This design comes from an exercise in tuning for small area on the open sky130 flow, not from production work.
At most, simulation tests tie the RTL to the original design; equivalence was not proved.
No activity file was given, so power comes from the tool's default toggle rates.

Design tero_top, start of the top module:
module tero_top (CLK, RST, MODE, SW, LED, TXD,
                 TERO_COUNT, TERO_OEFF, TERO_CTR, TERO_PRE, RO_SEL);
For scale: about 1,400 cells after synthesis, ~49 I/O pins.
export LEC_CHECK = 0
export ABC_AREA = 1
export CAP_MARGIN = 20
export CORE_MARGIN = 2
export CORE_UTILIZATION = 40
export CTS_BUF_LIST = sky130_fd_sc_hd__clkbuf_8
export CTS_CLUSTER_DIAMETER = 50
export CTS_CLUSTER_SIZE = 15
export SLEW_MARGIN = 20
create_clock -name core_clock -period 10.0 [get_ports {CLK}]
run.sh (not shown) runs the stock make flow with config.mk's settings and CLKGATE_MAP_FILE= SYNTH_SCRIPT=/design/flow/synth_recipe.tcl, a recipe that flattens the netlist after the stock synthesis.
Change:
==> flow/flow/run.sh (new file) <==
#!/bin/bash
# Own layout flow: the standard layout (standard.sh, unchanged synthesis,
# floorplan, power grid, placement, routing), with two settings changed:
#  - ports are buffered with the smallest buffer (buf_1) instead of the
#    default pick, and
#  - clock tree synthesis uses clkbuf_8 leaf clusters without dummy loads.
set -euo pipefail
export BUFFER_PORTS_ARGS="-buffer_cell sky130_fd_sc_hd__buf_1"
export CTS_ARGS="-sink_clustering_enable -repair_clock_nets -buf_list sky130_fd_sc_hd__clkbuf_8 -sink_clustering_size 18 -sink_clustering_max_diameter 60 -dont_use_dummy_load"
bash standard.sh finish > standard_flow.log 2>&1
==> flow/standard.sh (new file) <==
#!/bin/bash
# synth_recipe.tcl (not shown) runs the flow's synth.tcl, then flattens the netlist and writes it again
# the make line also repeats each setting of config.mk as NAME=value (left out here)
make -C /OpenROAD-flow-scripts/flow DESIGN_CONFIG=/design/flow/config.mk WORK_HOME=/design/flow/orfs CLKGATE_MAP_FILE= SYNTH_SCRIPT=/design/flow/synth_recipe.tcl "${@:-finish}"
CORE_UTILIZATION = 70   (was 40)
CTS_BUF_LIST = not set   (was sky130_fd_sc_hd__clkbuf_8)
CTS_CLUSTER_DIAMETER = not set   (was 50)
CTS_CLUSTER_SIZE = not set   (was 15)
removed: flow/run.sh
The new run produced a clean layout; utilization goes up by 30 points; wire length goes down by about 2.4%; via count barely changes; area after synthesis is unchanged; design area goes down by 5.6%.


rev 12:
tero_top, a different RTL version from the one above (not shown whole).
Size in the first run: roughly 1800 cells after synthesis, roughly 450 flip-flops.
==> flow/design.v (excerpt) <==
module tero_top (CLK, RST, MODE, SW, LED, TXD,
                 TERO_COUNT, TERO_OEFF, TERO_CTR, TERO_PRE, RO_SEL);
==> flow/config.mk <==
export PLATFORM = sky130hd
export DESIGN_NAME = tero_top
export DESIGN_NICKNAME = tero_top
export VERILOG_FILES = /design/flow/design.v
export SDC_FILE = /design/flow/constraint.sdc
export NUM_CORES = 4
export LEC_CHECK = 0
export ABC_AREA = 1
export CAP_MARGIN = 20
export CORE_MARGIN = 2
export CORE_UTILIZATION = 40
export CTS_BUF_LIST = sky130_fd_sc_hd__clkbuf_4
export SLEW_MARGIN = 20
==> flow/constraint.sdc <==
create_clock -name core_clock -period 10.0 [get_ports {CLK}]
set_input_delay 2.0000 -clock core_clock [delete_from_list [all_inputs] [get_ports {CLK}]]
set_output_delay 2.0000 -clock core_clock [all_outputs]
set_load 0.01 [all_outputs]
Stock flow here: none of the scripts above is used.
Both conditions hold for rev 12: the flow ran to the end and the final layout passed the timing, design-rule and antenna checks.
Inputs modified between rev 12 and rev 13:
- a change of CTS_BUF_LIST from sky130_fd_sc_hd__clkbuf_4 to sky130_fd_sc_hd__clkbuf_8
- a change of CORE_UTILIZATION from 40 to 60
- an added CTS_CLUSTER_SIZE of 30
- Compared with rev 12, in rev 13 number of fill cells in the layout lower, worst setup slack held, layout clock buffer count moved down, part of the total power dissipated in the clock network -0.6 points.
- Rev 12 -> rev 13: power decreased slightly
- Sequential share of power: rev 13 vs rev 12 up 0.4 points
- On final worst-path cycle share, rev 13 and rev 12 are basically level.
- Die outline height is higher on rev 12
- Rev 12 finished all stages; the layout is clean.
- Every stage of the flow completed for rev 13, and the final layout passed the timing, design-rule and antenna checks.
- Rev 13 against rev 12: final worst hold slack picked up an extra 10 ps; global-route usage picked up an extra 6.3 points.
No run of this note included a check of the RTL's function; only the layout flow was run.

[static timing again, ports no longer ideal]
No port has a modelled driver above. Below, the same layouts with a new extraction and two added sets of constraints. Step 1 sets driving cells, clkbuf_16 on the clock port and buf_2 on the other inputs (assumed; they add their load-dependent delay and slew). Step 2, shift: input delay + t, output delay - t, t = (earliest + latest rising clock arrival at the registers) / 2. This alone moves slack from input paths to output paths. Three values: ideal, step 1, step 2; two values: the first two.
run	shift t [ns]	setup slack, ns	worst setup path after step 2	slew at the worst register clock pin (ns)
the first run of note 1	0.641	1.696 / 1.696 / 1.696	register to register	0.10 / 0.10
the second run of note 1	0.629	1.755 / 1.755 / 1.755	register to register	0.11 / 0.11
rev 12	0.851	3.414 / 3.414 / 3.414	register to register	0.07 / 0.07
rev 13	0.659	3.416 / 3.416 / 3.416	register to register	0.07 / 0.07
After both steps every run listed still meets setup and hold.
